What follows belongs to an exercise in optimizing a design on an open flow for a short achievable clock period and few clock cycles; a production flow would make more cautious choices. The RTL was checked by simulation tests, not by an equivalence proof against the original design. Power and IR drop assume default switching activity.

## top_module
module top_module (
    input clk,
    input rst,
    output [18:0] imem_addr,
    input  [18:0] imem_rdata,
    output [8:0]  dmem_addr,
    input  [18:0] dmem_rdata,
    output [18:0] dmem_wdata,
    output        dmem_we,
    output        halt
);
Size in the first run: ~8200 cells after synthesis, ~89 I/O pins, ~74000 um2 of cells after synthesis.
export LEC_CHECK = 0
export CAP_MARGIN = 40
export CORE_MARGIN = 2
export CORE_UTILIZATION = 60
export CTS_CLUSTER_DIAMETER = 100
export CTS_CLUSTER_SIZE = 20
export SLEW_MARGIN = 40
create_clock -name core_clock -period 38.5 [get_ports {clk}]
standard.sh (not shown) runs the stock make flow with config.mk's settings and CLKGATE_MAP_FILE= SYNTH_SCRIPT=/design/flow/synth_recipe.tcl, a recipe that flattens the netlist after the stock synthesis.
==> flow/flow/run.sh <==
#!/bin/bash
# The standard layout (the standard.sh, unchanged synthesis), with repair_timing
# asked to leave 30.0 ns of setup slack so that it keeps working on timing.
set -euo pipefail
bash standard.sh SETUP_SLACK_MARGIN=30.0 finish > standard_flow.log 2>&1
Testbench counts at the start, summed over its fixed seeds: cycles 58,761.
==> next run, changes <==
--- a/flow/design.v
+++ b/flow/design.v
@@ -4,24 +4,26 @@
     output [18:0] imem_addr,
     input  [18:0] imem_rdata,
     output [8:0]  dmem_addr,
     input  [18:0] dmem_rdata,
     output [18:0] dmem_wdata,
     output        dmem_we,
     output        halt
 );
     reg [18:0] pc;                  
     reg [18:0] pc_o;                
     reg [18:0] ir;                  
     reg [18:0] ir_pc1;              
+    reg [18:0] win [1:10];
+    reg [3:0]  w_cnt;
     reg        d_valid;
     reg        e_valid;             
     reg        e_wr;                
     reg [3:0]  e_rd;
     reg [4:0]  e_op;
     reg [18:0] e_a, e_b;
     reg        e_slow;              
     reg        e_first;             
     reg [8:0]  da;                  
     reg [18:0] dw;                  
     reg        we;                  
     reg        halt_r;
@@ -151,31 +153,37 @@
     wire [18:0] r1 = w_match1 ? ldr : rf1;
     wire [18:0] r2 = w_match2 ? ldr : rf2;
     wire [18:0] v1 = e_match1 ? e_fast : r1;
     wire [18:0] v2 = e_match2 ? e_fast : r2;
     wire e_ld    = e_valid && (e_op == 5'd10);
     wire [18:0] l1 = e_match1 ? e_result : r1;
     wire [18:0] l2 = e_match2 ? e_result : r2;
     wire ld1 = e_match1 && e_ld;
     wire ld2 = e_match2 && e_ld;
     wire stall   = d_valid && (hz || e_hold);
     wire go      = d_valid && !stall && !halt_r;
     wire cond    = (d_beq && (v1 == v2)) || (d_bne && (v1 != v2));
-    wire taken   = go && d_br && cond;
+    wire taken   = go && d_br && cond && (imm != 6'd0);
     wire [18:0] target = ir_pc1 + {{13{imm[5]}}, imm};
+    wire [18:0] target1 = ir_pc1 + {{13{imm[5]}}, imm} + 19'd1;
+    wire [5:0]  back  = ~imm;
+    wire [18:0] w_word = win[back[3:0]];
+    wire w_hit   = imm[5] && (back >= 6'd1) && (back <= 6'd10) && ({2'd0, back} < {2'd0, w_cnt}) &&
+                   (w_word[18:15] != 4'b0111);
+    wire [18:0] redir_pc = w_hit ? target1 : target;
     wire [18:0] fi    = imem_rdata;
     wire [18:0] pc1   = pc + 19'd1;
     wire f_jmp  = (fi[18:15] == 4'b0111);
     wire accept = !halt_r && !d_stop && !taken && !stall;
-    wire [18:0] pc_base = (halt_r || d_stop) ? pc : taken ? target : stall ? pc : pc1;
+    wire [18:0] pc_base = (halt_r || d_stop) ? pc : taken ? redir_pc : stall ? pc : pc1;
     wire [18:0] pc_next = (accept && f_jmp) ? {5'd0, fi[13:0]} : pc_base;
     wire [8:0]  ea = v1[8:0] + {3'd0, imm};
     wire d_stop  = go && d_halt;
     wire rf_we = e_valid && e_wr && !e_ld && !e_hold;
     always @(posedge clk or posedge rst) begin
         if (rst) begin
             rf_ok <= 16'd0;
         end else begin
             for (i = 0; i < 16; i = i + 1)
                 if ((rf_we && e_rd == i) || (w_valid && w_rd == i))
                     rf_ok[i] <= 1'b1;
         end
@@ -199,36 +207,52 @@
     end
     always @(posedge clk or posedge rst) begin
         if (rst) begin
             pc      <= 19'd0;
             d_valid <= 1'b0;
             halt_r  <= 1'b0;
         end else begin
             pc <= pc_next;
             if (halt_r || d_stop) begin
                 halt_r  <= 1'b1;
                 d_valid <= 1'b0;
             end else if (taken) begin
-                d_valid <= 1'b0;
+                d_valid <= w_hit;
             end else if (!stall) begin
                 d_valid <= 1'b1;
             end
         end
     end
+    wire w_seq = (pc == ir_pc1);
     always @(posedge clk) begin
-        if (!stall) begin
+        if (taken && w_hit) begin
+            ir      <= w_word;
+            ir_pc1  <= target1;
+        end else if (!stall) begin
             ir      <= fi;
             ir_pc1  <= pc1;
+            if (w_seq) begin
+                win[1] <= ir;
+                for (i = 2; i <= 10; i = i + 1) win[i] <= win[i-1];
+            end
         end
     end
+    always @(posedge clk or posedge rst) begin
+        if (rst)
+            w_cnt <= 4'd0;
+        else if (taken && w_hit)
+            w_cnt <= 4'd1;
+        else if (!stall)
+            w_cnt <= (w_seq && w_cnt != 4'd0) ? ((w_cnt == 4'd11) ? 4'd11 : w_cnt + 4'd1) : 4'd1;
+    end
     always @(posedge clk)
         pc_o <= rst ? 19'd0 : pc_next;
     always @(posedge clk) begin
         we     <= go && d_st;
         halt_o <= halt_r || d_stop;
     end
     always @(posedge clk or posedge rst) begin
         if (rst) begin
             e_valid <= 1'b0;
             e_wr    <= 1'b0;
             e_first <= 1'b0;
         end else if (e_hold) begin
After rerunning: The changed run finished with timing, DRC and antenna clean. Total power rises by 33%. Via count rises by 6.6%. Non-clock buffer count rises by 3. Routed wire length rises by 8.2%. Sequential share of layout area rises by 3.9 points. Die area rises by 11%. Clock skew rises by 0.021 ns. Cell count rises by 7.4%.
Testbench counts after the change, summed over its fixed seeds: cycles 56,127.

port drivers added, routing unchanged:
The results above use ideal ports. As a check the final layouts listed here were re-extracted and re-timed, cells and wires unchanged. Step 1 assumes that a clkbuf_16 drives the clock port and a buf_2 every other input. Step 2 also shifts input and output timing later by t, the mid clock arrival at the registers, as if the neighbouring blocks saw the same clock. Three values: ideal, step 1, step 2; two values: the first two.
run | t, ns | slack for setup (ns) | hold slack, ns | worst register clock-pin slew, ns | pins driven straight from the clock port
the first run | 0.776 | 29.613 / 29.525 / 29.373 | 0.470 / 0.470 / 0.470 | 0.10 / 0.10 | 1
the second run | 0.829 | 29.573 / 29.484 / 29.319 | 0.429 / 0.429 / 0.429 | 0.11 / 0.11 | 1
After both steps setup and hold are still met in every run listed. For the second run, which loses most, drivers alone change the setup slack by -0.089 ns; drivers and shift together by -0.254 ns.
